This is an optimization exercise on Yosys and OpenROAD, whose aim is small area and a short achievable clock period, not a production implementation. At most, simulation tests tie the RTL to the original design; equivalence was not proved. Only the layout flow was run in run 1; the RTL was not checked for function there. No activity file was given, so power comes from the tool's default toggle rates.

## flow/design.v (module list and top-level ports; edited modules follow where they fit)
// module computing_core: 1088 lines
module computing_core(
    input clk,
    input reset,
    input [31:0] data_kernel,
    input [31:0] data_in_0,
    output [31:0] data_out_0,
    output reg en,
    output reg done
    );
  // ...
==> flow/run.sh <==
#!/bin/bash
# synth_recipe.tcl (not shown) runs the flow's synth.tcl, then flattens the netlist and writes it again
# the make line also repeats each setting of config.mk as NAME=value (left out here)
make -C /OpenROAD-flow-scripts/flow DESIGN_CONFIG=/design/flow/config.mk WORK_HOME=/design/flow/orfs CLKGATE_MAP_FILE= SYNTH_SCRIPT=/design/flow/synth_recipe.tcl finish
==> flow/config.mk <==
export PLATFORM = sky130hd
export DESIGN_NAME = computing_core
export DESIGN_NICKNAME = computing_core
export VERILOG_FILES = /design/flow/design.v
export SDC_FILE = /design/flow/constraint.sdc
export NUM_CORES = 4
export LEC_CHECK = 0
export ABC_CLOCK_PERIOD_IN_PS = 2500
export CAP_MARGIN = 20
export CORE_MARGIN = 2
export CORE_UTILIZATION = 40
export SETUP_SLACK_MARGIN = 5
export SLEW_MARGIN = 20
==> flow/constraint.sdc <==
create_clock -name core_clock -period 8.0 [get_ports {clk}]
set_input_delay 1.6000 -clock core_clock [delete_from_list [all_inputs] [get_ports {clk}]]
set_output_delay 1.6000 -clock core_clock [all_outputs]
set_load 0.01 [all_outputs]
==> results.py, run 1 <==
metrics = {
    "critical_path": {
        "arrival_ns": 3.99,
        "reg2reg_to": "s[31]$_DFF_P_",
        "crit_fanout": 7,
        "reg2regPathDepth": 11,
        "path_class": "register to register",
        "r2r-start": "done$_DFF_PN0_",
        "worst-path-stages": 11,
        "worstSetupEndpoint": "s[31]$_DFF_P_",
    },
    "outcome": {
        "outcome": "complete, no violations",
    },
    "final_layout": {
        "final_cell_mix": "dfxtp_1, inv_1, a22oi_1",
        "seq_area_um2": 14100,
        "antenna_cells": 0,
        "drive_gt1_share_pct": 14.6,
        "nonClkBufAreaFrac_pct": 4.80,
        "seq_share_pct": 40.1,
        "inverters": 331,
        "area_delta_synth_final_pct": 18.0,
        "nFlopsAndLatches": 606,
    },
    "synthesis": {
        "synth_nets": 2860,
        "yosysWarnings": 1,
        "seq_area_frac_synth_pct": 47.2,
        "yosys.area_share.simple_pct": 3.65,
        "synth.largest_area_cell": "dfxtp_1",
        "synth_seq_cells": 606,
        "muxShareOfSynthArea_pct": 2.09,
        "syn-cell-area_um2": 29900,
    },
    "die": {
        "die_y_um": 277,
        "die_area_um2": 76900,
    },
    "clock_network": {
        "ctsHoldBuffers": 0,
        "cts_setup_buffers": 25,
        "clk_pin_slew_ns": 0.06,
    },
    "timing": {
        "whs_ns": 0.322,
        "timing.fmax_ghz": 0.285,
        "fin_crit_sh_pct": 43.8,
    },
    "power_and_ir_drop": {
        "power-top-group": "combinational logic",
        "seq_power_mw": 4.09,
        "p_switching_mw": 5.50,
        "pwr-share-comb_pct": 50.2,
        "p_leak_nw": 14.1,
    },
    "detailed_routing": {
        "drc_errors": 0,
        "top_layer_used": "met5",
    },
    "placement": {
        "port_buffers": 99,
    },
    "hold_path": {
        "min_to": "kr2[25]$_DFF_P_",
    },
    "flow_run": {
        "maxCapViolCount": 0,
    },
    "global_routing": {
        "grt_max_degree": 34,
    },
}
==> run 2, diff against run 1 <==
--- a/flow/design.v
+++ b/flow/design.v
@@ -4,112 +4,172 @@
     input reset,
     input [31:0] data_kernel,
     input [31:0] data_in_0,
     output [31:0] data_out_0,
     output reg en,
     output reg done
     );
     reg [5:0] st;
+    wire [5:0] nst = (st == 6'd46) ? 6'd23 : st + 6'd1;
     always @(posedge clk or negedge reset)
         if (!reset) st <= 6'd0;
-        else st <= (st == 6'd46) ? 6'd23 : st + 6'd1;
-    reg en_n, done_n;
-    reg [5:0] wsl;
-    reg [6:0] ysl;    
+        else st <= nst;
+    reg en_n, dn_n;
+    reg [5:0] wsl_n;
+    reg [6:0] ysl_n;    
     always @(*) begin
         case (st)
-        6'd0: begin en_n = 1'b1; done_n = 1'b0; wsl = 6'b000000; ysl = 7'b1000000; end
-        6'd1: begin en_n = 1'b1; done_n = 1'b0; wsl = 6'b000001; ysl = 7'b1000000; end
-        6'd2: begin en_n = 1'b1; done_n = 1'b0; wsl = 6'b000010; ysl = 7'b1000000; end
-        6'd3: begin en_n = 1'b1; done_n = 1'b0; wsl = 6'b000001; ysl = 7'b0000001; end
-        6'd4: begin en_n = 1'b1; done_n = 1'b0; wsl = 6'b000100; ysl = 7'b0000010; end
-        6'd5: begin en_n = 1'b1; done_n = 1'b1; wsl = 6'b001000; ysl = 7'b0000001; end
-        6'd6: begin en_n = 1'b1; done_n = 1'b0; wsl = 6'b000010; ysl = 7'b0000010; end
-        6'd7: begin en_n = 1'b1; done_n = 1'b0; wsl = 6'b010000; ysl = 7'b0000001; end
-        6'd8: begin en_n = 1'b0; done_n = 1'b1; wsl = 6'b000000; ysl = 7'b0000100; end
-        6'd9: begin en_n = 1'b0; done_n = 1'b0; wsl = 6'b000000; ysl = 7'b0000001; end
-        6'd10: begin en_n = 1'b0; done_n = 1'b0; wsl = 6'b000000; ysl = 7'b0000100; end
-        6'd11: begin en_n = 1'b0; done_n = 1'b1; wsl = 6'b000000; ysl = 7'b0001000; end
-        6'd12: begin en_n = 1'b0; done_n = 1'b0; wsl = 6'b000000; ysl = 7'b0000100; end
-        6'd13: begin en_n = 1'b0; done_n = 1'b0; wsl = 6'b000000; ysl = 7'b0001000; end
-        6'd14: begin en_n = 1'b0; done_n = 1'b1; wsl = 6'b000000; ysl = 7'b0000010; end
-        6'd15: begin en_n = 1'b0; done_n = 1'b0; wsl = 6'b000000; ysl = 7'b0001000; end
-        6'd16: begin en_n = 1'b0; done_n = 1'b0; wsl = 6'b000000; ysl = 7'b0000010; end
-        6'd17: begin en_n = 1'b0; done_n = 1'b1; wsl = 6'b000000; ysl = 7'b0010000; end
-        6'd18: begin en_n = 1'b0; done_n = 1'b0; wsl = 6'b000000; ysl = 7'b0000010; end
-        6'd19: begin en_n = 1'b0; done_n = 1'b0; wsl = 6'b000000; ysl = 7'b0010000; end
-        6'd20: begin en_n = 1'b0; done_n = 1'b1; wsl = 6'b000000; ysl = 7'b0010000; end
-        6'd21: begin en_n = 1'b1; done_n = 1'b0; wsl = 6'b000001; ysl = 7'b0010000; end
-        6'd22: begin en_n = 1'b0; done_n = 1'b0; wsl = 6'b000000; ysl = 7'b0000001; end
-        6'd23: begin en_n = 1'b1; done_n = 1'b1; wsl = 6'b000010; ysl = 7'b1000000; end
-        6'd24: begin en_n = 1'b1; done_n = 1'b0; wsl = 6'b000001; ysl = 7'b0000001; end
-        6'd25: begin en_n = 1'b1; done_n = 1'b0; wsl = 6'b000100; ysl = 7'b0000010; end
-        6'd26: begin en_n = 1'b1; done_n = 1'b1; wsl = 6'b001000; ysl = 7'b0000001; end
-        6'd27: begin en_n = 1'b1; done_n = 1'b0; wsl = 6'b000010; ysl = 7'b0000010; end
-        6'd28: begin en_n = 1'b1; done_n = 1'b0; wsl = 6'b010000; ysl = 7'b0000001; end
-        6'd29: begin en_n = 1'b1; done_n = 1'b1; wsl = 6'b100000; ysl = 7'b0000100; end
-        6'd30: begin en_n = 1'b0; done_n = 1'b0; wsl = 6'b000000; ysl = 7'b0000001; end
-        6'd31: begin en_n = 1'b0; done_n = 1'b0; wsl = 6'b000000; ysl = 7'b0000100; end
-        6'd32: begin en_n = 1'b0; done_n = 1'b1; wsl = 6'b000000; ysl = 7'b0001000; end
-        6'd33: begin en_n = 1'b0; done_n = 1'b0; wsl = 6'b000000; ysl = 7'b0000100; end
-        6'd34: begin en_n = 1'b0; done_n = 1'b0; wsl = 6'b000000; ysl = 7'b0001000; end
-        6'd35: begin en_n = 1'b0; done_n = 1'b1; wsl = 6'b000000; ysl = 7'b0000010; end
-        6'd36: begin en_n = 1'b0; done_n = 1'b0; wsl = 6'b000000; ysl = 7'b0001000; end
-        6'd37: begin en_n = 1'b0; done_n = 1'b0; wsl = 6'b000000; ysl = 7'b0000010; end
-        6'd38: begin en_n = 1'b0; done_n = 1'b1; wsl = 6'b000000; ysl = 7'b0010000; end
-        6'd39: begin en_n = 1'b0; done_n = 1'b0; wsl = 6'b000000; ysl = 7'b0000010; end
-        6'd40: begin en_n = 1'b0; done_n = 1'b0; wsl = 6'b000000; ysl = 7'b0010000; end
-        6'd41: begin en_n = 1'b0; done_n = 1'b1; wsl = 6'b000000; ysl = 7'b0100000; end
-        6'd42: begin en_n = 1'b0; done_n = 1'b0; wsl = 6'b000000; ysl = 7'b0010000; end
-        6'd43: begin en_n = 1'b0; done_n = 1'b0; wsl = 6'b000000; ysl = 7'b0100000; end
-        6'd44: begin en_n = 1'b0; done_n = 1'b1; wsl = 6'b000000; ysl = 7'b0100000; end
-        6'd45: begin en_n = 1'b1; done_n = 1'b0; wsl = 6'b000001; ysl = 7'b0100000; end
-        6'd46: begin en_n = 1'b0; done_n = 1'b0; wsl = 6'b000000; ysl = 7'b0000001; end
-        default: begin en_n = 1'b0; done_n = 1'b0; wsl = 6'b0; ysl = 7'b0; end
+        6'd0: en_n = 1'b1;
+        6'd1: en_n = 1'b1;
+        6'd2: en_n = 1'b1;
+        6'd3: en_n = 1'b1;
+        6'd4: en_n = 1'b1;
+        6'd5: en_n = 1'b1;
+        6'd6: en_n = 1'b1;
+        6'd7: en_n = 1'b1;
+        6'd8: en_n = 1'b0;
+        6'd9: en_n = 1'b0;
+        6'd10: en_n = 1'b0;
+        6'd11: en_n = 1'b0;
+        6'd12: en_n = 1'b0;
+        6'd13: en_n = 1'b0;
+        6'd14: en_n = 1'b0;
+        6'd15: en_n = 1'b0;
+        6'd16: en_n = 1'b0;
+        6'd17: en_n = 1'b0;
+        6'd18: en_n = 1'b0;
+        6'd19: en_n = 1'b0;
+        6'd20: en_n = 1'b0;
+        6'd21: en_n = 1'b1;
+        6'd22: en_n = 1'b0;
+        6'd23: en_n = 1'b1;
+        6'd24: en_n = 1'b1;
+        6'd25: en_n = 1'b1;
+        6'd26: en_n = 1'b1;
+        6'd27: en_n = 1'b1;
+        6'd28: en_n = 1'b1;
+        6'd29: en_n = 1'b1;
+        6'd30: en_n = 1'b0;
+        6'd31: en_n = 1'b0;
+        6'd32: en_n = 1'b0;
+        6'd33: en_n = 1'b0;
+        6'd34: en_n = 1'b0;
+        6'd35: en_n = 1'b0;
+        6'd36: en_n = 1'b0;
+        6'd37: en_n = 1'b0;
+        6'd38: en_n = 1'b0;
+        6'd39: en_n = 1'b0;
+        6'd40: en_n = 1'b0;
+        6'd41: en_n = 1'b0;
+        6'd42: en_n = 1'b0;
+        6'd43: en_n = 1'b0;
+        6'd44: en_n = 1'b0;
+        6'd45: en_n = 1'b1;
+        6'd46: en_n = 1'b0;
+        default: en_n = 1'b0;
+        endcase
+        case (nst)
+        6'd0: begin dn_n = 1'b0; wsl_n = 6'b000000; ysl_n = 7'b1000000; end
+        6'd1: begin dn_n = 1'b0; wsl_n = 6'b000001; ysl_n = 7'b1000000; end
+        6'd2: begin dn_n = 1'b0; wsl_n = 6'b000010; ysl_n = 7'b1000000; end
+        6'd3: begin dn_n = 1'b0; wsl_n = 6'b000001; ysl_n = 7'b0000001; end
+        6'd4: begin dn_n = 1'b0; wsl_n = 6'b000100; ysl_n = 7'b0000010; end
+        6'd5: begin dn_n = 1'b1; wsl_n = 6'b001000; ysl_n = 7'b0000001; end
+        6'd6: begin dn_n = 1'b0; wsl_n = 6'b000010; ysl_n = 7'b0000010; end
+        6'd7: begin dn_n = 1'b0; wsl_n = 6'b010000; ysl_n = 7'b0000001; end
+        6'd8: begin dn_n = 1'b1; wsl_n = 6'b000000; ysl_n = 7'b0000100; end
+        6'd9: begin dn_n = 1'b0; wsl_n = 6'b000000; ysl_n = 7'b0000001; end
+        6'd10: begin dn_n = 1'b0; wsl_n = 6'b000000; ysl_n = 7'b0000100; end
+        6'd11: begin dn_n = 1'b1; wsl_n = 6'b000000; ysl_n = 7'b0001000; end
+        6'd12: begin dn_n = 1'b0; wsl_n = 6'b000000; ysl_n = 7'b0000100; end
+        6'd13: begin dn_n = 1'b0; wsl_n = 6'b000000; ysl_n = 7'b0001000; end
+        6'd14: begin dn_n = 1'b1; wsl_n = 6'b000000; ysl_n = 7'b0000010; end
+        6'd15: begin dn_n = 1'b0; wsl_n = 6'b000000; ysl_n = 7'b0001000; end
+        6'd16: begin dn_n = 1'b0; wsl_n = 6'b000000; ysl_n = 7'b0000010; end
+        6'd17: begin dn_n = 1'b1; wsl_n = 6'b000000; ysl_n = 7'b0010000; end
+        6'd18: begin dn_n = 1'b0; wsl_n = 6'b000000; ysl_n = 7'b0000010; end
+        6'd19: begin dn_n = 1'b0; wsl_n = 6'b000000; ysl_n = 7'b0010000; end
+        6'd20: begin dn_n = 1'b1; wsl_n = 6'b000000; ysl_n = 7'b0010000; end
+        6'd21: begin dn_n = 1'b0; wsl_n = 6'b000001; ysl_n = 7'b0010000; end
+        6'd22: begin dn_n = 1'b0; wsl_n = 6'b000000; ysl_n = 7'b0000001; end
+        6'd23: begin dn_n = 1'b1; wsl_n = 6'b000010; ysl_n = 7'b1000000; end
+        6'd24: begin dn_n = 1'b0; wsl_n = 6'b000001; ysl_n = 7'b0000001; end
+        6'd25: begin dn_n = 1'b0; wsl_n = 6'b000100; ysl_n = 7'b0000010; end
+        6'd26: begin dn_n = 1'b1; wsl_n = 6'b001000; ysl_n = 7'b0000001; end
+        6'd27: begin dn_n = 1'b0; wsl_n = 6'b000010; ysl_n = 7'b0000010; end
+        6'd28: begin dn_n = 1'b0; wsl_n = 6'b010000; ysl_n = 7'b0000001; end
+        6'd29: begin dn_n = 1'b1; wsl_n = 6'b100000; ysl_n = 7'b0000100; end
+        6'd30: begin dn_n = 1'b0; wsl_n = 6'b000000; ysl_n = 7'b0000001; end
+        6'd31: begin dn_n = 1'b0; wsl_n = 6'b000000; ysl_n = 7'b0000100; end
+        6'd32: begin dn_n = 1'b1; wsl_n = 6'b000000; ysl_n = 7'b0001000; end
+        6'd33: begin dn_n = 1'b0; wsl_n = 6'b000000; ysl_n = 7'b0000100; end
+        6'd34: begin dn_n = 1'b0; wsl_n = 6'b000000; ysl_n = 7'b0001000; end
+        6'd35: begin dn_n = 1'b1; wsl_n = 6'b000000; ysl_n = 7'b0000010; end
+        6'd36: begin dn_n = 1'b0; wsl_n = 6'b000000; ysl_n = 7'b0001000; end
+        6'd37: begin dn_n = 1'b0; wsl_n = 6'b000000; ysl_n = 7'b0000010; end
+        6'd38: begin dn_n = 1'b1; wsl_n = 6'b000000; ysl_n = 7'b0010000; end
+        6'd39: begin dn_n = 1'b0; wsl_n = 6'b000000; ysl_n = 7'b0000010; end
+        6'd40: begin dn_n = 1'b0; wsl_n = 6'b000000; ysl_n = 7'b0010000; end
+        6'd41: begin dn_n = 1'b1; wsl_n = 6'b000000; ysl_n = 7'b0100000; end
+        6'd42: begin dn_n = 1'b0; wsl_n = 6'b000000; ysl_n = 7'b0010000; end
+        6'd43: begin dn_n = 1'b0; wsl_n = 6'b000000; ysl_n = 7'b0100000; end
+        6'd44: begin dn_n = 1'b1; wsl_n = 6'b000000; ysl_n = 7'b0100000; end
+        6'd45: begin dn_n = 1'b0; wsl_n = 6'b000001; ysl_n = 7'b0100000; end
+        6'd46: begin dn_n = 1'b0; wsl_n = 6'b000000; ysl_n = 7'b0000001; end
+        default: begin dn_n = 1'b0; wsl_n = 6'b0; ysl_n = 7'b0; end
         endcase
     end
+    reg dpre;
     always @(posedge clk or negedge reset)
         if (!reset) begin
             en <= 1'b1;
+            dpre <= 1'b0;
             done <= 1'b0;
         end else begin
             en <= en_n;
-            done <= done_n;
+            dpre <= dn_n;
+            done <= dpre;
         end
+    reg [5:0] wsl;
+    reg [6:0] ysl;
+    always @(posedge clk) begin
+        wsl <= wsl_n;
+        ysl <= ysl_n;
+    end
     reg [31:0] q0;
     reg [31:0] q1;
     reg [31:0] q2;
     reg [31:0] q3;
     reg [31:0] q4;
     reg [31:0] q5;
     always @(posedge clk) begin
         if (wsl[0]) q0 <= data_in_0;
         if (wsl[1]) q1 <= data_in_0;
         if (wsl[2]) q2 <= data_in_0;
         if (wsl[3]) q3 <= data_in_0;
         if (wsl[4]) q4 <= data_in_0;
         if (wsl[5]) q5 <= data_in_0;
     end
+    reg [31:0] kr0, kr1, kr2;
+    always @(posedge clk) begin
+        kr0 <= (st < 6'd3) ? data_kernel : kr2;
+        kr1 <= kr0;
+        kr2 <= kr1;
+    end
     wire [31:0] xs = ({32{ysl[0]}} & q0) | ({32{ysl[1]}} & q1) | ({32{ysl[2]}} & q2) | ({32{ysl[3]}} & q3) | ({32{ysl[4]}} & q4) | ({32{ysl[5]}} & q5) | ({32{ysl[6]}} & data_in_0);
     wire [32:0] xe = {xs, 1'b0};
     reg [15:0] b_one, b_two, b_neg;
     integer i;
     always @(posedge clk)
         for (i = 0; i < 16; i = i + 1) begin
             b_neg[i] <= xe[2*i+2];
             b_one[i] <= xe[2*i+1] ^ xe[2*i];
             b_two[i] <= (xe[2*i+2] & ~xe[2*i+1] & ~xe[2*i]) | (~xe[2*i+2] & xe[2*i+1] & xe[2*i]);
         end
-    reg [31:0] kr0, kr1, kr2;
-    always @(posedge clk) begin
-        kr0 <= (st < 6'd3) ? data_kernel : kr2;
-        kr1 <= kr0;
-        kr2 <= kr1;
-    end
     wire pp0_0 = ((b_one[0] & kr0[0]) | (b_two[0] & 1'b0)) ^ b_neg[0];
     wire pp0_1 = ((b_one[0] & kr0[1]) | (b_two[0] & kr0[0])) ^ b_neg[0];
     wire pp0_2 = ((b_one[0] & kr0[2]) | (b_two[0] & kr0[1])) ^ b_neg[0];
     wire pp0_3 = ((b_one[0] & kr0[3]) | (b_two[0] & kr0[2])) ^ b_neg[0];
     wire pp0_4 = ((b_one[0] & kr0[4]) | (b_two[0] & kr0[3])) ^ b_neg[0];
     wire pp0_5 = ((b_one[0] & kr0[5]) | (b_two[0] & kr0[4])) ^ b_neg[0];
     wire pp0_6 = ((b_one[0] & kr0[6]) | (b_two[0] & kr0[5])) ^ b_neg[0];
     wire pp0_7 = ((b_one[0] & kr0[7]) | (b_two[0] & kr0[6])) ^ b_neg[0];
@@ -795,16 +855,19 @@
         ca[160] <= ta_s128;
         ca[161] <= ta_c126;
         ca[162] <= ta_c127;
         ca[163] <= ta_c128;
         ca[164] <= ta_s129;
         ca[165] <= ta_s130;
         ca[166] <= ta_s131;
     end
+    reg [31:0] acc0, acc1;
+    wire [31:0] m0 = dpre ? 32'd0 : acc0;
+    wire [31:0] m1 = dpre ? 32'd0 : acc1;
     wire tb_s132 = ca[15] ^ ca[16];
     wire tb_c132 = ca[15] & ca[16];
     wire tb_s133 = ca[20] ^ ca[21];
     wire tb_c133 = ca[20] & ca[21];
     wire tb_s134 = ca[24] ^ ca[25] ^ ca[26];
     wire tb_c134 = (ca[24] & ca[25]) | (ca[24] & ca[26]) | (ca[25] & ca[26]);
     wire tb_s135 = ca[27] ^ ca[28];
     wire tb_c135 = ca[27] & ca[28];
@@ -893,197 +956,319 @@
     wire tb_s177 = ca[152] ^ ca[153] ^ ca[154];
     wire tb_c177 = (ca[152] & ca[153]) | (ca[152] & ca[154]) | (ca[153] & ca[154]);
     wire tb_s178 = ca[155] ^ ca[156] ^ ca[157];
     wire tb_c178 = (ca[155] & ca[156]) | (ca[155] & ca[157]) | (ca[156] & ca[157]);
     wire tb_s179 = ca[158] ^ ca[159] ^ ca[160];
     wire tb_c179 = (ca[158] & ca[159]) | (ca[158] & ca[160]) | (ca[159] & ca[160]);
     wire tb_s180 = ca[161] ^ ca[162] ^ ca[163];
     wire tb_s181 = ca[164] ^ ca[165] ^ ca[166];
-    wire tb_s182 = ca[8] ^ ca[9];
-    wire tb_c182 = ca[8] & ca[9];
-    wire tb_s183 = ca[12] ^ ca[13];
-    wire tb_c183 = ca[12] & ca[13];
-    wire tb_s184 = tb_s132 ^ ca[17] ^ ca[18];
-    wire tb_c184 = (tb_s132 & ca[17]) | (tb_s132 & ca[18]) | (ca[17] & ca[18]);
-    wire tb_s185 = tb_c132 ^ tb_s133 ^ ca[22];
-    wire tb_c185 = (tb_c132 & tb_s133) | (tb_c132 & ca[22]) | (tb_s133 & ca[22]);
-    wire tb_s186 = tb_c133 ^ tb_s134 ^ tb_s135;
-    wire tb_c186 = (tb_c133 & tb_s134) | (tb_c133 & tb_s135) | (tb_s134 & tb_s135);
-    wire tb_s187 = tb_c134 ^ tb_c135 ^ tb_s136;
-    wire tb_c187 = (tb_c134 & tb_c135) | (tb_c134 & tb_s136) | (tb_c135 & tb_s136);
-    wire tb_s188 = tb_c136 ^ tb_c137 ^ tb_s138;
-    wire tb_c188 = (tb_c136 & tb_c137) | (tb_c136 & tb_s138) | (tb_c137 & tb_s138);
-    wire tb_s189 = tb_c138 ^ tb_c139 ^ tb_s140;
-    wire tb_c189 = (tb_c138 & tb_c139) | (tb_c138 & tb_s140) | (tb_c139 & tb_s140);
-    wire tb_s190 = tb_c140 ^ tb_c141 ^ tb_s142;
-    wire tb_c190 = (tb_c140 & tb_c141) | (tb_c140 & tb_s142) | (tb_c141 & tb_s142);
-    wire tb_s191 = tb_c142 ^ tb_c143 ^ tb_s144;
-    wire tb_c191 = (tb_c142 & tb_c143) | (tb_c142 & tb_s144) | (tb_c143 & tb_s144);
-    wire tb_s192 = tb_c144 ^ tb_c145 ^ tb_s146;
-    wire tb_c192 = (tb_c144 & tb_c145) | (tb_c144 & tb_s146) | (tb_c145 & tb_s146);
-    wire tb_s193 = tb_c146 ^ tb_c147 ^ tb_s148;
-    wire tb_c193 = (tb_c146 & tb_c147) | (tb_c146 & tb_s148) | (tb_c147 & tb_s148);
-    wire tb_s194 = tb_c148 ^ tb_c149 ^ tb_s150;
-    wire tb_c194 = (tb_c148 & tb_c149) | (tb_c148 & tb_s150) | (tb_c149 & tb_s150);
-    wire tb_s195 = tb_c150 ^ tb_c151 ^ tb_s152;
-    wire tb_c195 = (tb_c150 & tb_c151) | (tb_c150 & tb_s152) | (tb_c151 & tb_s152);
-    wire tb_s196 = tb_c152 ^ tb_c153 ^ tb_s154;
-    wire tb_c196 = (tb_c152 & tb_c153) | (tb_c152 & tb_s154) | (tb_c153 & tb_s154);
-    wire tb_s197 = tb_c154 ^ tb_c155 ^ tb_s156;
-    wire tb_c197 = (tb_c154 & tb_c155) | (tb_c154 & tb_s156) | (tb_c155 & tb_s156);
-    wire tb_s198 = tb_c156 ^ tb_c157 ^ tb_s158;
-    wire tb_c198 = (tb_c156 & tb_c157) | (tb_c156 & tb_s158) | (tb_c157 & tb_s158);
-    wire tb_s199 = tb_c158 ^ tb_c159 ^ tb_s160;
-    wire tb_c199 = (tb_c158 & tb_c159) | (tb_c158 & tb_s160) | (tb_c159 & tb_s160);
-    wire tb_s200 = tb_c160 ^ tb_c161 ^ tb_s162;
-    wire tb_c200 = (tb_c160 & tb_c161) | (tb_c160 & tb_s162) | (tb_c161 & tb_s162);
-    wire tb_s201 = tb_c162 ^ tb_c163 ^ tb_s164;
-    wire tb_c201 = (tb_c162 & tb_c163) | (tb_c162 & tb_s164) | (tb_c163 & tb_s164);
-    wire tb_s202 = tb_c164 ^ tb_c165 ^ tb_s166;
-    wire tb_c202 = (tb_c164 & tb_c165) | (tb_c164 & tb_s166) | (tb_c165 & tb_s166);
-    wire tb_s203 = tb_c166 ^ tb_c167 ^ tb_s168;
-    wire tb_c203 = (tb_c166 & tb_c167) | (tb_c166 & tb_s168) | (tb_c167 & tb_s168);
-    wire tb_s204 = tb_c168 ^ tb_c169 ^ tb_s170;
-    wire tb_c204 = (tb_c168 & tb_c169) | (tb_c168 & tb_s170) | (tb_c169 & tb_s170);
-    wire tb_s205 = tb_c170 ^ tb_c171 ^ tb_s172;
-    wire tb_c205 = (tb_c170 & tb_c171) | (tb_c170 & tb_s172) | (tb_c171 & tb_s172);
-    wire tb_s206 = tb_c172 ^ tb_c173 ^ tb_s174;
-    wire tb_c206 = (tb_c172 & tb_c173) | (tb_c172 & tb_s174) | (tb_c173 & tb_s174);
-    wire tb_s207 = tb_c174 ^ tb_c175 ^ tb_s176;
-    wire tb_c207 = (tb_c174 & tb_c175) | (tb_c174 & tb_s176) | (tb_c175 & tb_s176);
-    wire tb_s208 = tb_c176 ^ tb_c177 ^ tb_s178;
-    wire tb_c208 = (tb_c176 & tb_c177) | (tb_c176 & tb_s178) | (tb_c177 & tb_s178);
-    wire tb_s209 = tb_c178 ^ tb_c179 ^ tb_s180;
-    wire tb_s210 = ca[3] ^ ca[4];
-    wire tb_c210 = ca[3] & ca[4];
-    wire tb_s211 = ca[6] ^ ca[7];
-    wire tb_c211 = ca[6] & ca[7];
-    wire tb_s212 = tb_s182 ^ ca[10] ^ ca[11];
-    wire tb_c212 = (tb_s182 & ca[10]) | (tb_s182 & ca[11]) | (ca[10] & ca[11]);
-    wire tb_s213 = tb_c182 ^ tb_s183 ^ ca[14];
-    wire tb_c213 = (tb_c182 & tb_s183) | (tb_c182 & ca[14]) | (tb_s183 & ca[14]);
-    wire tb_s214 = tb_c183 ^ tb_s184 ^ ca[19];
-    wire tb_c214 = (tb_c183 & tb_s184) | (tb_c183 & ca[19]) | (tb_s184 & ca[19]);
-    wire tb_s215 = tb_c184 ^ tb_s185 ^ ca[23];
-    wire tb_c215 = (tb_c184 & tb_s185) | (tb_c184 & ca[23]) | (tb_s185 & ca[23]);
-    wire tb_s216 = tb_c185 ^ tb_s186 ^ ca[29];
-    wire tb_c216 = (tb_c185 & tb_s186) | (tb_c185 & ca[29]) | (tb_s186 & ca[29]);
-    wire tb_s217 = tb_c186 ^ tb_s187 ^ tb_s137;
-    wire tb_c217 = (tb_c186 & tb_s187) | (tb_c186 & tb_s137) | (tb_s187 & tb_s137);
-    wire tb_s218 = tb_c187 ^ tb_s188 ^ tb_s139;
-    wire tb_c218 = (tb_c187 & tb_s188) | (tb_c187 & tb_s139) | (tb_s188 & tb_s139);
-    wire tb_s219 = tb_c188 ^ tb_s189 ^ tb_s141;
-    wire tb_c219 = (tb_c188 & tb_s189) | (tb_c188 & tb_s141) | (tb_s189 & tb_s141);
-    wire tb_s220 = tb_c189 ^ tb_s190 ^ tb_s143;
-    wire tb_c220 = (tb_c189 & tb_s190) | (tb_c189 & tb_s143) | (tb_s190 & tb_s143);
-    wire tb_s221 = tb_c190 ^ tb_s191 ^ tb_s145;
-    wire tb_c221 = (tb_c190 & tb_s191) | (tb_c190 & tb_s145) | (tb_s191 & tb_s145);
-    wire tb_s222 = tb_c191 ^ tb_s192 ^ tb_s147;
-    wire tb_c222 = (tb_c191 & tb_s192) | (tb_c191 & tb_s147) | (tb_s192 & tb_s147);
-    wire tb_s223 = tb_c192 ^ tb_s193 ^ tb_s149;
-    wire tb_c223 = (tb_c192 & tb_s193) | (tb_c192 & tb_s149) | (tb_s193 & tb_s149);
-    wire tb_s224 = tb_c193 ^ tb_s194 ^ tb_s151;
-    wire tb_c224 = (tb_c193 & tb_s194) | (tb_c193 & tb_s151) | (tb_s194 & tb_s151);
-    wire tb_s225 = tb_c194 ^ tb_s195 ^ tb_s153;
-    wire tb_c225 = (tb_c194 & tb_s195) | (tb_c194 & tb_s153) | (tb_s195 & tb_s153);
-    wire tb_s226 = tb_c195 ^ tb_s196 ^ tb_s155;
-    wire tb_c226 = (tb_c195 & tb_s196) | (tb_c195 & tb_s155) | (tb_s196 & tb_s155);
-    wire tb_s227 = tb_c196 ^ tb_s197 ^ tb_s157;
-    wire tb_c227 = (tb_c196 & tb_s197) | (tb_c196 & tb_s157) | (tb_s197 & tb_s157);
-    wire tb_s228 = tb_c197 ^ tb_s198 ^ tb_s159;
-    wire tb_c228 = (tb_c197 & tb_s198) | (tb_c197 & tb_s159) | (tb_s198 & tb_s159);
-    wire tb_s229 = tb_c198 ^ tb_s199 ^ tb_s161;
-    wire tb_c229 = (tb_c198 & tb_s199) | (tb_c198 & tb_s161) | (tb_s199 & tb_s161);
-    wire tb_s230 = tb_c199 ^ tb_s200 ^ tb_s163;
-    wire tb_c230 = (tb_c199 & tb_s200) | (tb_c199 & tb_s163) | (tb_s200 & tb_s163);
-    wire tb_s231 = tb_c200 ^ tb_s201 ^ tb_s165;
-    wire tb_c231 = (tb_c200 & tb_s201) | (tb_c200 & tb_s165) | (tb_s201 & tb_s165);
-    wire tb_s232 = tb_c201 ^ tb_s202 ^ tb_s167;
-    wire tb_c232 = (tb_c201 & tb_s202) | (tb_c201 & tb_s167) | (tb_s202 & tb_s167);
-    wire tb_s233 = tb_c202 ^ tb_s203 ^ tb_s169;
-    wire tb_c233 = (tb_c202 & tb_s203) | (tb_c202 & tb_s169) | (tb_s203 & tb_s169);
-    wire tb_s234 = tb_c203 ^ tb_s204 ^ tb_s171;
-    wire tb_c234 = (tb_c203 & tb_s204) | (tb_c203 & tb_s171) | (tb_s204 & tb_s171);
-    wire tb_s235 = tb_c204 ^ tb_s205 ^ tb_s173;
-    wire tb_c235 = (tb_c204 & tb_s205) | (tb_c204 & tb_s173) | (tb_s205 & tb_s173);
-    wire tb_s236 = tb_c205 ^ tb_s206 ^ tb_s175;
-    wire tb_c236 = (tb_c205 & tb_s206) | (tb_c205 & tb_s175) | (tb_s206 & tb_s175);
-    wire tb_s237 = tb_c206 ^ tb_s207 ^ tb_s177;
-    wire tb_c237 = (tb_c206 & tb_s207) | (tb_c206 & tb_s177) | (tb_s207 & tb_s177);
-    wire tb_s238 = tb_c207 ^ tb_s208 ^ tb_s179;
-    wire tb_c238 = (tb_c207 & tb_s208) | (tb_c207 & tb_s179) | (tb_s208 & tb_s179);
-    wire tb_s239 = tb_c208 ^ tb_s209 ^ tb_s181;
-    reg [31:0] cb0, cb1;
+    wire tb_s182 = ca[3] ^ ca[4];
+    wire tb_c182 = ca[3] & ca[4];
+    wire tb_s183 = ca[6] ^ ca[7];
+    wire tb_c183 = ca[6] & ca[7];
+    wire tb_s184 = ca[8] ^ ca[9] ^ ca[10];
+    wire tb_c184 = (ca[8] & ca[9]) | (ca[8] & ca[10]) | (ca[9] & ca[10]);
+    wire tb_s185 = ca[11] ^ m0[4];
+    wire tb_c185 = ca[11] & m0[4];
+    wire tb_s186 = ca[12] ^ ca[13] ^ ca[14];
+    wire tb_c186 = (ca[12] & ca[13]) | (ca[12] & ca[14]) | (ca[13] & ca[14]);
+    wire tb_s187 = m0[5] ^ m1[5];
+    wire tb_c187 = m0[5] & m1[5];
+    wire tb_s188 = tb_s132 ^ ca[17] ^ ca[18];
+    wire tb_c188 = (tb_s132 & ca[17]) | (tb_s132 & ca[18]) | (ca[17] & ca[18]);
+    wire tb_s189 = ca[19] ^ m0[6] ^ m1[6];
+    wire tb_c189 = (ca[19] & m0[6]) | (ca[19] & m1[6]) | (m0[6] & m1[6]);
+    wire tb_s190 = tb_c132 ^ tb_s133 ^ ca[22];
+    wire tb_c190 = (tb_c132 & tb_s133) | (tb_c132 & ca[22]) | (tb_s133 & ca[22]);
+    wire tb_s191 = ca[23] ^ m0[7] ^ m1[7];
+    wire tb_c191 = (ca[23] & m0[7]) | (ca[23] & m1[7]) | (m0[7] & m1[7]);
+    wire tb_s192 = tb_c133 ^ tb_s134 ^ tb_s135;
+    wire tb_c192 = (tb_c133 & tb_s134) | (tb_c133 & tb_s135) | (tb_s134 & tb_s135);
+    wire tb_s193 = ca[29] ^ m0[8] ^ m1[8];
+    wire tb_c193 = (ca[29] & m0[8]) | (ca[29] & m1[8]) | (m0[8] & m1[8]);
+    wire tb_s194 = tb_c134 ^ tb_c135 ^ tb_s136;
+    wire tb_c194 = (tb_c134 & tb_c135) | (tb_c134 & tb_s136) | (tb_c135 & tb_s136);
+    wire tb_s195 = tb_s137 ^ m0[9] ^ m1[9];
+    wire tb_c195 = (tb_s137 & m0[9]) | (tb_s137 & m1[9]) | (m0[9] & m1[9]);
+    wire tb_s196 = tb_c136 ^ tb_c137 ^ tb_s138;
+    wire tb_c196 = (tb_c136 & tb_c137) | (tb_c136 & tb_s138) | (tb_c137 & tb_s138);
+    wire tb_s197 = tb_s139 ^ m0[10] ^ m1[10];
+    wire tb_c197 = (tb_s139 & m0[10]) | (tb_s139 & m1[10]) | (m0[10] & m1[10]);
+    wire tb_s198 = tb_c138 ^ tb_c139 ^ tb_s140;
+    wire tb_c198 = (tb_c138 & tb_c139) | (tb_c138 & tb_s140) | (tb_c139 & tb_s140);
+    wire tb_s199 = tb_s141 ^ m0[11] ^ m1[11];
+    wire tb_c199 = (tb_s141 & m0[11]) | (tb_s141 & m1[11]) | (m0[11] & m1[11]);
+    wire tb_s200 = tb_c140 ^ tb_c141 ^ tb_s142;
+    wire tb_c200 = (tb_c140 & tb_c141) | (tb_c140 & tb_s142) | (tb_c141 & tb_s142);
+    wire tb_s201 = tb_s143 ^ m0[12] ^ m1[12];
+    wire tb_c201 = (tb_s143 & m0[12]) | (tb_s143 & m1[12]) | (m0[12] & m1[12]);
+    wire tb_s202 = tb_c142 ^ tb_c143 ^ tb_s144;
+    wire tb_c202 = (tb_c142 & tb_c143) | (tb_c142 & tb_s144) | (tb_c143 & tb_s144);
+    wire tb_s203 = tb_s145 ^ m0[13] ^ m1[13];
+    wire tb_c203 = (tb_s145 & m0[13]) | (tb_s145 & m1[13]) | (m0[13] & m1[13]);
+    wire tb_s204 = tb_c144 ^ tb_c145 ^ tb_s146;
+    wire tb_c204 = (tb_c144 & tb_c145) | (tb_c144 & tb_s146) | (tb_c145 & tb_s146);
+    wire tb_s205 = tb_s147 ^ m0[14] ^ m1[14];
+    wire tb_c205 = (tb_s147 & m0[14]) | (tb_s147 & m1[14]) | (m0[14] & m1[14]);
+    wire tb_s206 = tb_c146 ^ tb_c147 ^ tb_s148;
+    wire tb_c206 = (tb_c146 & tb_c147) | (tb_c146 & tb_s148) | (tb_c147 & tb_s148);
+    wire tb_s207 = tb_s149 ^ m0[15] ^ m1[15];
+    wire tb_c207 = (tb_s149 & m0[15]) | (tb_s149 & m1[15]) | (m0[15] & m1[15]);
+    wire tb_s208 = tb_c148 ^ tb_c149 ^ tb_s150;
+    wire tb_c208 = (tb_c148 & tb_c149) | (tb_c148 & tb_s150) | (tb_c149 & tb_s150);
+    wire tb_s209 = tb_s151 ^ m0[16] ^ m1[16];
+    wire tb_c209 = (tb_s151 & m0[16]) | (tb_s151 & m1[16]) | (m0[16] & m1[16]);
+    wire tb_s210 = tb_c150 ^ tb_c151 ^ tb_s152;
+    wire tb_c210 = (tb_c150 & tb_c151) | (tb_c150 & tb_s152) | (tb_c151 & tb_s152);
+    wire tb_s211 = tb_s153 ^ m0[17] ^ m1[17];
+    wire tb_c211 = (tb_s153 & m0[17]) | (tb_s153 & m1[17]) | (m0[17] & m1[17]);
+    wire tb_s212 = tb_c152 ^ tb_c153 ^ tb_s154;
+    wire tb_c212 = (tb_c152 & tb_c153) | (tb_c152 & tb_s154) | (tb_c153 & tb_s154);
+    wire tb_s213 = tb_s155 ^ m0[18] ^ m1[18];
+    wire tb_c213 = (tb_s155 & m0[18]) | (tb_s155 & m1[18]) | (m0[18] & m1[18]);
+    wire tb_s214 = tb_c154 ^ tb_c155 ^ tb_s156;
+    wire tb_c214 = (tb_c154 & tb_c155) | (tb_c154 & tb_s156) | (tb_c155 & tb_s156);
+    wire tb_s215 = tb_s157 ^ m0[19] ^ m1[19];
+    wire tb_c215 = (tb_s157 & m0[19]) | (tb_s157 & m1[19]) | (m0[19] & m1[19]);
+    wire tb_s216 = tb_c156 ^ tb_c157 ^ tb_s158;
+    wire tb_c216 = (tb_c156 & tb_c157) | (tb_c156 & tb_s158) | (tb_c157 & tb_s158);
+    wire tb_s217 = tb_s159 ^ m0[20] ^ m1[20];
+    wire tb_c217 = (tb_s159 & m0[20]) | (tb_s159 & m1[20]) | (m0[20] & m1[20]);
+    wire tb_s218 = tb_c158 ^ tb_c159 ^ tb_s160;
+    wire tb_c218 = (tb_c158 & tb_c159) | (tb_c158 & tb_s160) | (tb_c159 & tb_s160);
+    wire tb_s219 = tb_s161 ^ m0[21] ^ m1[21];
+    wire tb_c219 = (tb_s161 & m0[21]) | (tb_s161 & m1[21]) | (m0[21] & m1[21]);
+    wire tb_s220 = tb_c160 ^ tb_c161 ^ tb_s162;
+    wire tb_c220 = (tb_c160 & tb_c161) | (tb_c160 & tb_s162) | (tb_c161 & tb_s162);
+    wire tb_s221 = tb_s163 ^ m0[22] ^ m1[22];
+    wire tb_c221 = (tb_s163 & m0[22]) | (tb_s163 & m1[22]) | (m0[22] & m1[22]);
+    wire tb_s222 = tb_c162 ^ tb_c163 ^ tb_s164;
+    wire tb_c222 = (tb_c162 & tb_c163) | (tb_c162 & tb_s164) | (tb_c163 & tb_s164);
+    wire tb_s223 = tb_s165 ^ m0[23] ^ m1[23];
+    wire tb_c223 = (tb_s165 & m0[23]) | (tb_s165 & m1[23]) | (m0[23] & m1[23]);
+    wire tb_s224 = tb_c164 ^ tb_c165 ^ tb_s166;
+    wire tb_c224 = (tb_c164 & tb_c165) | (tb_c164 & tb_s166) | (tb_c165 & tb_s166);
+    wire tb_s225 = tb_s167 ^ m0[24] ^ m1[24];
+    wire tb_c225 = (tb_s167 & m0[24]) | (tb_s167 & m1[24]) | (m0[24] & m1[24]);
+    wire tb_s226 = tb_c166 ^ tb_c167 ^ tb_s168;
+    wire tb_c226 = (tb_c166 & tb_c167) | (tb_c166 & tb_s168) | (tb_c167 & tb_s168);
+    wire tb_s227 = tb_s169 ^ m0[25] ^ m1[25];
+    wire tb_c227 = (tb_s169 & m0[25]) | (tb_s169 & m1[25]) | (m0[25] & m1[25]);
+    wire tb_s228 = tb_c168 ^ tb_c169 ^ tb_s170;
+    wire tb_c228 = (tb_c168 & tb_c169) | (tb_c168 & tb_s170) | (tb_c169 & tb_s170);
+    wire tb_s229 = tb_s171 ^ m0[26] ^ m1[26];
+    wire tb_c229 = (tb_s171 & m0[26]) | (tb_s171 & m1[26]) | (m0[26] & m1[26]);
+    wire tb_s230 = tb_c170 ^ tb_c171 ^ tb_s172;
+    wire tb_c230 = (tb_c170 & tb_c171) | (tb_c170 & tb_s172) | (tb_c171 & tb_s172);
+    wire tb_s231 = tb_s173 ^ m0[27] ^ m1[27];
+    wire tb_c231 = (tb_s173 & m0[27]) | (tb_s173 & m1[27]) | (m0[27] & m1[27]);
+    wire tb_s232 = tb_c172 ^ tb_c173 ^ tb_s174;
+    wire tb_c232 = (tb_c172 & tb_c173) | (tb_c172 & tb_s174) | (tb_c173 & tb_s174);
+    wire tb_s233 = tb_s175 ^ m0[28] ^ m1[28];
+    wire tb_c233 = (tb_s175 & m0[28]) | (tb_s175 & m1[28]) | (m0[28] & m1[28]);
+    wire tb_s234 = tb_c174 ^ tb_c175 ^ tb_s176;
+    wire tb_c234 = (tb_c174 & tb_c175) | (tb_c174 & tb_s176) | (tb_c175 & tb_s176);
+    wire tb_s235 = tb_s177 ^ m0[29] ^ m1[29];
+    wire tb_c235 = (tb_s177 & m0[29]) | (tb_s177 & m1[29]) | (m0[29] & m1[29]);
+    wire tb_s236 = tb_c176 ^ tb_c177 ^ tb_s178;
+    wire tb_c236 = (tb_c176 & tb_c177) | (tb_c176 & tb_s178) | (tb_c177 & tb_s178);
+    wire tb_s237 = tb_s179 ^ m0[30] ^ m1[30];
+    wire tb_c237 = (tb_s179 & m0[30]) | (tb_s179 & m1[30]) | (m0[30] & m1[30]);
+    wire tb_s238 = tb_c178 ^ tb_c179 ^ tb_s180;
+    wire tb_s239 = tb_s181 ^ m0[31] ^ m1[31];
+    wire tb_s240 = ca[0] ^ ca[1];
+    wire tb_c240 = ca[0] & ca[1];
+    wire tb_s241 = ca[2] ^ m0[1];
+    wire tb_c241 = ca[2] & m0[1];
+    wire tb_s242 = tb_s182 ^ ca[5] ^ m0[2];
+    wire tb_c242 = (tb_s182 & ca[5]) | (tb_s182 & m0[2]) | (ca[5] & m0[2]);
+    wire tb_s243 = tb_c182 ^ tb_s183 ^ m0[3];
+    wire tb_c243 = (tb_c182 & tb_s183) | (tb_c182 & m0[3]) | (tb_s183 & m0[3]);
+    wire tb_s244 = tb_c183 ^ tb_s184 ^ tb_s185;
+    wire tb_c244 = (tb_c183 & tb_s184) | (tb_c183 & tb_s185) | (tb_s184 & tb_s185);
+    wire tb_s245 = tb_c184 ^ tb_c185 ^ tb_s186;
+    wire tb_c245 = (tb_c184 & tb_c185) | (tb_c184 & tb_s186) | (tb_c185 & tb_s186);
+    wire tb_s246 = tb_c186 ^ tb_c187 ^ tb_s188;
+    wire tb_c246 = (tb_c186 & tb_c187) | (tb_c186 & tb_s188) | (tb_c187 & tb_s188);
+    wire tb_s247 = tb_c188 ^ tb_c189 ^ tb_s190;
+    wire tb_c247 = (tb_c188 & tb_c189) | (tb_c188 & tb_s190) | (tb_c189 & tb_s190);
+    wire tb_s248 = tb_c190 ^ tb_c191 ^ tb_s192;
+    wire tb_c248 = (tb_c190 & tb_c191) | (tb_c190 & tb_s192) | (tb_c191 & tb_s192);
+    wire tb_s249 = tb_c192 ^ tb_c193 ^ tb_s194;
+    wire tb_c249 = (tb_c192 & tb_c193) | (tb_c192 & tb_s194) | (tb_c193 & tb_s194);
+    wire tb_s250 = tb_c194 ^ tb_c195 ^ tb_s196;
+    wire tb_c250 = (tb_c194 & tb_c195) | (tb_c194 & tb_s196) | (tb_c195 & tb_s196);
+    wire tb_s251 = tb_c196 ^ tb_c197 ^ tb_s198;
+    wire tb_c251 = (tb_c196 & tb_c197) | (tb_c196 & tb_s198) | (tb_c197 & tb_s198);
+    wire tb_s252 = tb_c198 ^ tb_c199 ^ tb_s200;
+    wire tb_c252 = (tb_c198 & tb_c199) | (tb_c198 & tb_s200) | (tb_c199 & tb_s200);
+    wire tb_s253 = tb_c200 ^ tb_c201 ^ tb_s202;
+    wire tb_c253 = (tb_c200 & tb_c201) | (tb_c200 & tb_s202) | (tb_c201 & tb_s202);
+    wire tb_s254 = tb_c202 ^ tb_c203 ^ tb_s204;
+    wire tb_c254 = (tb_c202 & tb_c203) | (tb_c202 & tb_s204) | (tb_c203 & tb_s204);
+    wire tb_s255 = tb_c204 ^ tb_c205 ^ tb_s206;
+    wire tb_c255 = (tb_c204 & tb_c205) | (tb_c204 & tb_s206) | (tb_c205 & tb_s206);
+    wire tb_s256 = tb_c206 ^ tb_c207 ^ tb_s208;
+    wire tb_c256 = (tb_c206 & tb_c207) | (tb_c206 & tb_s208) | (tb_c207 & tb_s208);
+    wire tb_s257 = tb_c208 ^ tb_c209 ^ tb_s210;
+    wire tb_c257 = (tb_c208 & tb_c209) | (tb_c208 & tb_s210) | (tb_c209 & tb_s210);
+    wire tb_s258 = tb_c210 ^ tb_c211 ^ tb_s212;
+    wire tb_c258 = (tb_c210 & tb_c211) | (tb_c210 & tb_s212) | (tb_c211 & tb_s212);
+    wire tb_s259 = tb_c212 ^ tb_c213 ^ tb_s214;
+    wire tb_c259 = (tb_c212 & tb_c213) | (tb_c212 & tb_s214) | (tb_c213 & tb_s214);
+    wire tb_s260 = tb_c214 ^ tb_c215 ^ tb_s216;
+    wire tb_c260 = (tb_c214 & tb_c215) | (tb_c214 & tb_s216) | (tb_c215 & tb_s216);
+    wire tb_s261 = tb_c216 ^ tb_c217 ^ tb_s218;
+    wire tb_c261 = (tb_c216 & tb_c217) | (tb_c216 & tb_s218) | (tb_c217 & tb_s218);
+    wire tb_s262 = tb_c218 ^ tb_c219 ^ tb_s220;
+    wire tb_c262 = (tb_c218 & tb_c219) | (tb_c218 & tb_s220) | (tb_c219 & tb_s220);
+    wire tb_s263 = tb_c220 ^ tb_c221 ^ tb_s222;
+    wire tb_c263 = (tb_c220 & tb_c221) | (tb_c220 & tb_s222) | (tb_c221 & tb_s222);
+    wire tb_s264 = tb_c222 ^ tb_c223 ^ tb_s224;
+    wire tb_c264 = (tb_c222 & tb_c223) | (tb_c222 & tb_s224) | (tb_c223 & tb_s224);
+    wire tb_s265 = tb_c224 ^ tb_c225 ^ tb_s226;
+    wire tb_c265 = (tb_c224 & tb_c225) | (tb_c224 & tb_s226) | (tb_c225 & tb_s226);
+    wire tb_s266 = tb_c226 ^ tb_c227 ^ tb_s228;
+    wire tb_c266 = (tb_c226 & tb_c227) | (tb_c226 & tb_s228) | (tb_c227 & tb_s228);
+    wire tb_s267 = tb_c228 ^ tb_c229 ^ tb_s230;
+    wire tb_c267 = (tb_c228 & tb_c229) | (tb_c228 & tb_s230) | (tb_c229 & tb_s230);
+    wire tb_s268 = tb_c230 ^ tb_c231 ^ tb_s232;
+    wire tb_c268 = (tb_c230 & tb_c231) | (tb_c230 & tb_s232) | (tb_c231 & tb_s232);
+    wire tb_s269 = tb_c232 ^ tb_c233 ^ tb_s234;
+    wire tb_c269 = (tb_c232 & tb_c233) | (tb_c232 & tb_s234) | (tb_c233 & tb_s234);
+    wire tb_s270 = tb_c234 ^ tb_c235 ^ tb_s236;
+    wire tb_c270 = (tb_c234 & tb_c235) | (tb_c234 & tb_s236) | (tb_c235 & tb_s236);
+    wire tb_s271 = tb_c236 ^ tb_c237 ^ tb_s238;
+    wire tb_s272 = tb_s240 ^ m0[0];
+    wire tb_c272 = tb_s240 & m0[0];
+    wire tb_s273 = tb_c240 ^ tb_s241 ^ m1[1];
+    wire tb_c273 = (tb_c240 & tb_s241) | (tb_c240 & m1[1]) | (tb_s241 & m1[1]);
+    wire tb_s274 = tb_c241 ^ tb_s242 ^ m1[2];
+    wire tb_c274 = (tb_c241 & tb_s242) | (tb_c241 & m1[2]) | (tb_s242 & m1[2]);
+    wire tb_s275 = tb_c242 ^ tb_s243 ^ m1[3];
+    wire tb_c275 = (tb_c242 & tb_s243) | (tb_c242 & m1[3]) | (tb_s243 & m1[3]);
+    wire tb_s276 = tb_c243 ^ tb_s244 ^ m1[4];
+    wire tb_c276 = (tb_c243 & tb_s244) | (tb_c243 & m1[4]) | (tb_s244 & m1[4]);
+    wire tb_s277 = tb_c244 ^ tb_s245 ^ tb_s187;
+    wire tb_c277 = (tb_c244 & tb_s245) | (tb_c244 & tb_s187) | (tb_s245 & tb_s187);
+    wire tb_s278 = tb_c245 ^ tb_s246 ^ tb_s189;
+    wire tb_c278 = (tb_c245 & tb_s246) | (tb_c245 & tb_s189) | (tb_s246 & tb_s189);
+    wire tb_s279 = tb_c246 ^ tb_s247 ^ tb_s191;
+    wire tb_c279 = (tb_c246 & tb_s247) | (tb_c246 & tb_s191) | (tb_s247 & tb_s191);
+    wire tb_s280 = tb_c247 ^ tb_s248 ^ tb_s193;
+    wire tb_c280 = (tb_c247 & tb_s248) | (tb_c247 & tb_s193) | (tb_s248 & tb_s193);
+    wire tb_s281 = tb_c248 ^ tb_s249 ^ tb_s195;
+    wire tb_c281 = (tb_c248 & tb_s249) | (tb_c248 & tb_s195) | (tb_s249 & tb_s195);
+    wire tb_s282 = tb_c249 ^ tb_s250 ^ tb_s197;
+    wire tb_c282 = (tb_c249 & tb_s250) | (tb_c249 & tb_s197) | (tb_s250 & tb_s197);
+    wire tb_s283 = tb_c250 ^ tb_s251 ^ tb_s199;
+    wire tb_c283 = (tb_c250 & tb_s251) | (tb_c250 & tb_s199) | (tb_s251 & tb_s199);
+    wire tb_s284 = tb_c251 ^ tb_s252 ^ tb_s201;
+    wire tb_c284 = (tb_c251 & tb_s252) | (tb_c251 & tb_s201) | (tb_s252 & tb_s201);
+    wire tb_s285 = tb_c252 ^ tb_s253 ^ tb_s203;
+    wire tb_c285 = (tb_c252 & tb_s253) | (tb_c252 & tb_s203) | (tb_s253 & tb_s203);
+    wire tb_s286 = tb_c253 ^ tb_s254 ^ tb_s205;
+    wire tb_c286 = (tb_c253 & tb_s254) | (tb_c253 & tb_s205) | (tb_s254 & tb_s205);
+    wire tb_s287 = tb_c254 ^ tb_s255 ^ tb_s207;
+    wire tb_c287 = (tb_c254 & tb_s255) | (tb_c254 & tb_s207) | (tb_s255 & tb_s207);
+    wire tb_s288 = tb_c255 ^ tb_s256 ^ tb_s209;
+    wire tb_c288 = (tb_c255 & tb_s256) | (tb_c255 & tb_s209) | (tb_s256 & tb_s209);
+    wire tb_s289 = tb_c256 ^ tb_s257 ^ tb_s211;
+    wire tb_c289 = (tb_c256 & tb_s257) | (tb_c256 & tb_s211) | (tb_s257 & tb_s211);
+    wire tb_s290 = tb_c257 ^ tb_s258 ^ tb_s213;
+    wire tb_c290 = (tb_c257 & tb_s258) | (tb_c257 & tb_s213) | (tb_s258 & tb_s213);
+    wire tb_s291 = tb_c258 ^ tb_s259 ^ tb_s215;
+    wire tb_c291 = (tb_c258 & tb_s259) | (tb_c258 & tb_s215) | (tb_s259 & tb_s215);
+    wire tb_s292 = tb_c259 ^ tb_s260 ^ tb_s217;
+    wire tb_c292 = (tb_c259 & tb_s260) | (tb_c259 & tb_s217) | (tb_s260 & tb_s217);
+    wire tb_s293 = tb_c260 ^ tb_s261 ^ tb_s219;
+    wire tb_c293 = (tb_c260 & tb_s261) | (tb_c260 & tb_s219) | (tb_s261 & tb_s219);
+    wire tb_s294 = tb_c261 ^ tb_s262 ^ tb_s221;
+    wire tb_c294 = (tb_c261 & tb_s262) | (tb_c261 & tb_s221) | (tb_s262 & tb_s221);
+    wire tb_s295 = tb_c262 ^ tb_s263 ^ tb_s223;
+    wire tb_c295 = (tb_c262 & tb_s263) | (tb_c262 & tb_s223) | (tb_s263 & tb_s223);
+    wire tb_s296 = tb_c263 ^ tb_s264 ^ tb_s225;
+    wire tb_c296 = (tb_c263 & tb_s264) | (tb_c263 & tb_s225) | (tb_s264 & tb_s225);
+    wire tb_s297 = tb_c264 ^ tb_s265 ^ tb_s227;
+    wire tb_c297 = (tb_c264 & tb_s265) | (tb_c264 & tb_s227) | (tb_s265 & tb_s227);
+    wire tb_s298 = tb_c265 ^ tb_s266 ^ tb_s229;
+    wire tb_c298 = (tb_c265 & tb_s266) | (tb_c265 & tb_s229) | (tb_s266 & tb_s229);
+    wire tb_s299 = tb_c266 ^ tb_s267 ^ tb_s231;
+    wire tb_c299 = (tb_c266 & tb_s267) | (tb_c266 & tb_s231) | (tb_s267 & tb_s231);
+    wire tb_s300 = tb_c267 ^ tb_s268 ^ tb_s233;
+    wire tb_c300 = (tb_c267 & tb_s268) | (tb_c267 & tb_s233) | (tb_s268 & tb_s233);
+    wire tb_s301 = tb_c268 ^ tb_s269 ^ tb_s235;
+    wire tb_c301 = (tb_c268 & tb_s269) | (tb_c268 & tb_s235) | (tb_s269 & tb_s235);
+    wire tb_s302 = tb_c269 ^ tb_s270 ^ tb_s237;
+    wire tb_c302 = (tb_c269 & tb_s270) | (tb_c269 & tb_s237) | (tb_s270 & tb_s237);
+    wire tb_s303 = tb_c270 ^ tb_s271 ^ tb_s239;
     always @(posedge clk) begin
-        cb0[0] <= ca[0];
-        cb1[0] <= ca[1];
-        cb0[1] <= ca[2];
-        cb1[1] <= 1'b0;
-        cb0[2] <= tb_s210;
-        cb1[2] <= ca[5];
-        cb0[3] <= tb_c210;
-        cb1[3] <= tb_s211;
-        cb0[4] <= tb_c211;
-        cb1[4] <= tb_s212;
-        cb0[5] <= tb_c212;
-        cb1[5] <= tb_s213;
-        cb0[6] <= tb_c213;
-        cb1[6] <= tb_s214;
-        cb0[7] <= tb_c214;
-        cb1[7] <= tb_s215;
-        cb0[8] <= tb_c215;
-        cb1[8] <= tb_s216;
-        cb0[9] <= tb_c216;
-        cb1[9] <= tb_s217;
-        cb0[10] <= tb_c217;
-        cb1[10] <= tb_s218;
-        cb0[11] <= tb_c218;
-        cb1[11] <= tb_s219;
-        cb0[12] <= tb_c219;
-        cb1[12] <= tb_s220;
-        cb0[13] <= tb_c220;
-        cb1[13] <= tb_s221;
-        cb0[14] <= tb_c221;
-        cb1[14] <= tb_s222;
-        cb0[15] <= tb_c222;
-        cb1[15] <= tb_s223;
-        cb0[16] <= tb_c223;
-        cb1[16] <= tb_s224;
-        cb0[17] <= tb_c224;
-        cb1[17] <= tb_s225;
-        cb0[18] <= tb_c225;
-        cb1[18] <= tb_s226;
-        cb0[19] <= tb_c226;
-        cb1[19] <= tb_s227;
-        cb0[20] <= tb_c227;
-        cb1[20] <= tb_s228;
-        cb0[21] <= tb_c228;
-        cb1[21] <= tb_s229;
-        cb0[22] <= tb_c229;
-        cb1[22] <= tb_s230;
-        cb0[23] <= tb_c230;
-        cb1[23] <= tb_s231;
-        cb0[24] <= tb_c231;
-        cb1[24] <= tb_s232;
-        cb0[25] <= tb_c232;
-        cb1[25] <= tb_s233;
-        cb0[26] <= tb_c233;
-        cb1[26] <= tb_s234;
-        cb0[27] <= tb_c234;
-        cb1[27] <= tb_s235;
-        cb0[28] <= tb_c235;
-        cb1[28] <= tb_s236;
-        cb0[29] <= tb_c236;
-        cb1[29] <= tb_s237;
-        cb0[30] <= tb_c237;
-        cb1[30] <= tb_s238;
-        cb0[31] <= tb_c238;
-        cb1[31] <= tb_s239;
+        acc0[0] <= tb_s272;
+        acc1[0] <= m1[0];
+        acc0[1] <= tb_c272;
+        acc1[1] <= tb_s273;
+        acc0[2] <= tb_c273;
+        acc1[2] <= tb_s274;
+        acc0[3] <= tb_c274;
+        acc1[3] <= tb_s275;
+        acc0[4] <= tb_c275;
+        acc1[4] <= tb_s276;
+        acc0[5] <= tb_c276;
+        acc1[5] <= tb_s277;
+        acc0[6] <= tb_c277;
+        acc1[6] <= tb_s278;
+        acc0[7] <= tb_c278;
+        acc1[7] <= tb_s279;
+        acc0[8] <= tb_c279;
+        acc1[8] <= tb_s280;
+        acc0[9] <= tb_c280;
+        acc1[9] <= tb_s281;
+        acc0[10] <= tb_c281;
+        acc1[10] <= tb_s282;
+        acc0[11] <= tb_c282;
+        acc1[11] <= tb_s283;
+        acc0[12] <= tb_c283;
+        acc1[12] <= tb_s284;
+        acc0[13] <= tb_c284;
+        acc1[13] <= tb_s285;
+        acc0[14] <= tb_c285;
+        acc1[14] <= tb_s286;
+        acc0[15] <= tb_c286;
+        acc1[15] <= tb_s287;
+        acc0[16] <= tb_c287;
+        acc1[16] <= tb_s288;
+        acc0[17] <= tb_c288;
+        acc1[17] <= tb_s289;
+        acc0[18] <= tb_c289;
+        acc1[18] <= tb_s290;
+        acc0[19] <= tb_c290;
+        acc1[19] <= tb_s291;
+        acc0[20] <= tb_c291;
+        acc1[20] <= tb_s292;
+        acc0[21] <= tb_c292;
+        acc1[21] <= tb_s293;
+        acc0[22] <= tb_c293;
+        acc1[22] <= tb_s294;
+        acc0[23] <= tb_c294;
+        acc1[23] <= tb_s295;
+        acc0[24] <= tb_c295;
+        acc1[24] <= tb_s296;
+        acc0[25] <= tb_c296;
+        acc1[25] <= tb_s297;
+        acc0[26] <= tb_c297;
+        acc1[26] <= tb_s298;
+        acc0[27] <= tb_c298;
+        acc1[27] <= tb_s299;
+        acc0[28] <= tb_c299;
+        acc1[28] <= tb_s300;
+        acc0[29] <= tb_c300;
+        acc1[29] <= tb_s301;
+        acc0[30] <= tb_c301;
+        acc1[30] <= tb_s302;
+        acc0[31] <= tb_c302;
+        acc1[31] <= tb_s303;
     end
     reg [31:0] s;
-    wire [31:0] m = done ? 32'd0 : s;
-    wire [31:0] cs = cb0 ^ cb1 ^ m;
-    wire [31:0] cc = (cb0 & cb1) | (cb0 & m) | (cb1 & m);
     always @(posedge clk)
-        s <= cs + {cc[30:0], 1'b0};
+        s <= acc0 + acc1;
     assign data_out_0 = s;
 endmodule
==> flow/config.mk (replaced) <==
export PLATFORM = sky130hd
export DESIGN_NAME = computing_core
export DESIGN_NICKNAME = computing_core
export VERILOG_FILES = /design/flow/design.v
export SDC_FILE = /design/flow/constraint.sdc
export NUM_CORES = 4
export LEC_CHECK = 0
export ABC_CLOCK_PERIOD_IN_PS = 2500
export CAP_MARGIN = 20
export CORE_MARGIN = 2
export CORE_UTILIZATION = 65
export CTS_CLUSTER_DIAMETER = 80
export CTS_CLUSTER_SIZE = 30
export SETUP_SLACK_MARGIN = 5
export SLEW_MARGIN = 20
==> run 2 against run 1 <==
Die area is 36% lower. First-iteration DRC count is the same. Maximum frequency up 21%. Non-clock buffer count fell by 59. Register-to-register slack better by 0.61 ns. Routed wire length down 9.5%. Critical path depth decreased by 5. Total power shrank 24%. Clock-buffer cell count down 57. Clock skew hardly changed. Combinational power shrank 29%. Critical endpoint is now ca[153]$_DFF_P_. Largest cell class is now registers. Highest routed layer is now met4.
==> results.py, run 2 <==
metrics = {
    "global_routing": {
        "overflow": 0,
        "grt_util_all_layers_pct": 28.4,
        "grt_pass1_wl_mm": 110,
        "grt_pass1_vias": 19842,
        "grt_max_degree": 63,
        "antenna_found_initial": 0,
    },
    "detailed_routing": {
        "wl_mm": 68.8,
        "wire_per_inst_um": 21.5,
        "via_count": 18952,
        "drt_pre_antenna_iters": 8,
        "ant_nets": 0,
        "drc_errors": 0,
        "drt-initial-drc-count": 1613,
        "via_per_inst": 5.93,
    },
    "critical_path": {
        "crit_family": "adder cells",
        "critPathRequiredTime_ns": 8.51,
        "arrival_ns": 3.40,
        "path_class": "register to register",
        "timing.critical_path.buf_inv": 1,
        "start_kind": "register",
        "worst_path_most_repeated_cell": "fa_1",
        "endpoint_kind": "register",
        "crit_fanout": 15,
        "cpPeakStageDelay_ns": 0.77,
        "cp_cell_sequence": "a22oi_1 > xor2_1 > fa_1 > fa_1 > inv_1 > fa_1",
        "cp_slowest_cell": "dfxtp_1",
    },
    "timing": {
        "maxSlewHeadroom_pct": 37.4,
        "hold_viol_final": 0,
        "tns_ns": 0,
        "setup_viol": 0,
        "timing.fmax_ghz": 0.345,
        "fin_worst_skew_ns": 0.0222,
        "worst_slew_pin_slew_ns": 0.939,
        "drv_slew": 0,
        "rsz0062_at_grt": "yes",
        "fin_crit_sh_pct": 36.2,
        "fin_crit_ns": 2.90,
    },
    "clock_network": {
        "cts_setup_buffers": 0,
        "cts_buffer_depth": 3,
        "cts_tree": "yes",
        "h-tree-depth": 1,
        "ctsHoldBuffers": 0,
        "root_buffer": "clkbuf_16",
        "clk_latency_ns": 0.63,
        "cts.sinks": 620,
        "clk_pin_slew_ns": 0.11,
        "cts_buffers": 30,
    },
    "placement": {
        "place.gp.congestion": 0.854,
        "port_buffers": 99,
        "hpwl_mm": 47.2,
    },
    "final_layout": {
        "finalCoreUtilization_pct": 70.7,
        "final_cell_mix": "dfxtp_1, inv_1, a22oi_1",
        "top_register": "ca",
        "layout_commonest_cell": "dfxtp_1",
        "antenna_cells": 0,
        "drive_gt1_share_pct": 6.07,
        "largest_reg_flops": 167,
        "area_delta_synth_final_pct": 7.63,
        "nets": 2949,
        "fill_cells": 3335,
    },
    "synthesis": {
        "synthCells": 2576,
        "synth_ff_type": "dfxtp_1",
        "synth_seq_cells": 620,
        "synthTopCellsByArea": "dfxtp_1, edfxtp_1, fa_1",
        "synth.largest_area_cell": "dfxtp_1",
        "yosysWarnings": 1,
        "synth_nets": 2962,
        "seq_area_frac_synth_pct": 47.0,
        "synth_edf_count": 192,
        "synth.distinct_cells": 60,
        "avgSynthCellArea_um2": 11.9,
        "syn-cell-area_um2": 30600,
        "yosysMostFrequentCell": "dfxtp_1",
        "synth_commonest_cells": "dfxtp_1, inv_1, a22oi_1",
        "synth_top_area_share_pct": 27.4,
        "synthArstFlopShare_pct": 1.45,
    },
    "flow_run": {
        "maxCapViolCount": 0,
    },
    "die": {
        "die_area_um2": 48800,
        "initial_core_util_pct": 65.7,
        "ioPinCount": 100,
        "fp-row-count": 79,
        "die_width_um": 221,
        "core-area_um2": 46600,
        "die_y_um": 221,
    },
    "hold_path": {
        "min_path_type": "register to register",
    },
    "power_and_ir_drop": {
        "p_per_area_nw_per_um2": 343,
        "p_leak_nw": 13.4,
        "ir_worst_vdd_mv": 0.364,
    },
    "outcome": {
        "outcome": "complete, no violations",
    },
}
run 2: cell types whose count changed after synthesis, moves of 15 or more:
cell      delta
inv_1       +15
a222oi_1    +16
a22oi_1     +32
nand3_1     +15
mux2i_1     -17
clkbuf_1    +16
fa_1        +29
a22o_1      -32
a221o_1     -16
run 2: cell type report:
cell class / instances / area, um2 / share of cell area (%)
clock buffers: 37 / 777 / 2.36
clock inverters: 19 / 220 / 0.669
inverters: 347 / 1300 / 3.96
multi-input cells: 1434 / 14300 / 43.4
flip-flops and latches: 620 / 14400 / 43.8
well taps: 607 / 759 / 2.31
repair buffers: 130 / 1180 / 3.57
run 2: where the power goes:
group          internal (mW)  total, mW  switching [mW]
Combinational           2.24       5.25            3.01
Sequential              3.95       4.22           0.276
Clock                  0.770       1.82            1.05
Total                   6.96       11.3            4.34
run 2: worst paths after layout:
path,start,to,slack [ns],cells after the start
setup reg to reg,kr0[18]$_DFF_P_,ca[153]$_DFF_P_,5.10,6
setup / recovery,kr0[18]$_DFF_P_,ca[153]$_DFF_P_,5.10,6
max in group asynchronous,reset,en$_DFF_PN1_,6.42,1
hold reg to reg,kr1[28]$_DFF_P_,kr2[28]$_DFF_P_,0.33,0
min in group asynchronous,reset,st[5]$_DFF_PN0_,1.26,1
hold / removal,kr1[28]$_DFF_P_,kr2[28]$_DFF_P_,0.33,0
run 2: through the flow:
| stage | power (mW) | hold slack, ns | instances | cell area (um2) | worst slack (ns) |
|---|---|---|---|---|---|
| 4_1_cts | 11.5 | 0.338 | 3194 | 32900 | 4.96 |
| 6_report | 11.3 | 0.334 | 3194 | 32900 | 5.10 |
| 2_1_floorplan | 8.07 | 0.310 | 2576 | 30600 | 5.04 |
| 5_1_grt | 12.5 | 0.344 | 3194 | 32900 | 4.97 |
| 3_3_place_gp | 9.29 | 0.310 | 3138 | 31900 | 4.67 |
| 3_5_place_dp | 9.70 | 0.312 | 3138 | 31900 | 4.67 |
run 2: timing repair:
item	4_1_cts	5_1_grt
endpoints found under the setup margin	50	11
gates resized for setup	44	15
cloned	0	0
pin swaps	0	0
run 2: worst reg2reg max path: stages, from the launching register on:
cell and delay, ns:
dfxtp_1 0.77, a22oi_1 0.23, xor2_1 0.21, fa_1 0.53, fa_1 0.52, inv_1 0.06
fa_1 0.47
run 2: layer usage:
layer	GRT usage [%]	vias up	part of all wire, %
met2	48.5	651	50
met4	9.29	0	3.4
li1	-	8600	-
met3	3.72	147	5.8
met5	0	-	0
met1	37.9	9554	41
run 2: cell families after synthesis:
| logic type | after synthesis | share of synthesized area [%] |
|---|---|---|
| AOI/OAI and AO/OA | 490 | 11.8 |
| xor gates and xnor gates | 351 | 10.0 |
| adders and majority gates | 320 | 19.3 |
| buffers and inverters | 522 | 6.42 |
| DFF | 620 | 47.0 |
| muxes | 36 | 1.32 |
| and+or+nand+nor | 237 | 4.16 |

-- port drivers added, routing unchanged --
In the flow no input, the clock included, has a driving cell. The finished layouts below were timed again as built, in two steps.
Step 1, drivers: a clkbuf_16 drives clk and a buf_2 each remaining input, both assumed.
Step 2 times the ports against the registers' clock, not the clock port: input delays grow and output delays shrink by t, the midpoint of the rising clock arrivals with the driver on.
a / b / c = no drivers / after step 1 / after step 2; a / b = the first two.
| run | shift t [ns] | slack for setup (ns) |
|---|---|---|
| run 1 | 0.665 | 4.497 / 4.497 / 4.497 |
| run 2 | 0.675 | 5.104 / 5.069 / 4.665 |
After both steps every run listed still meets setup and hold.
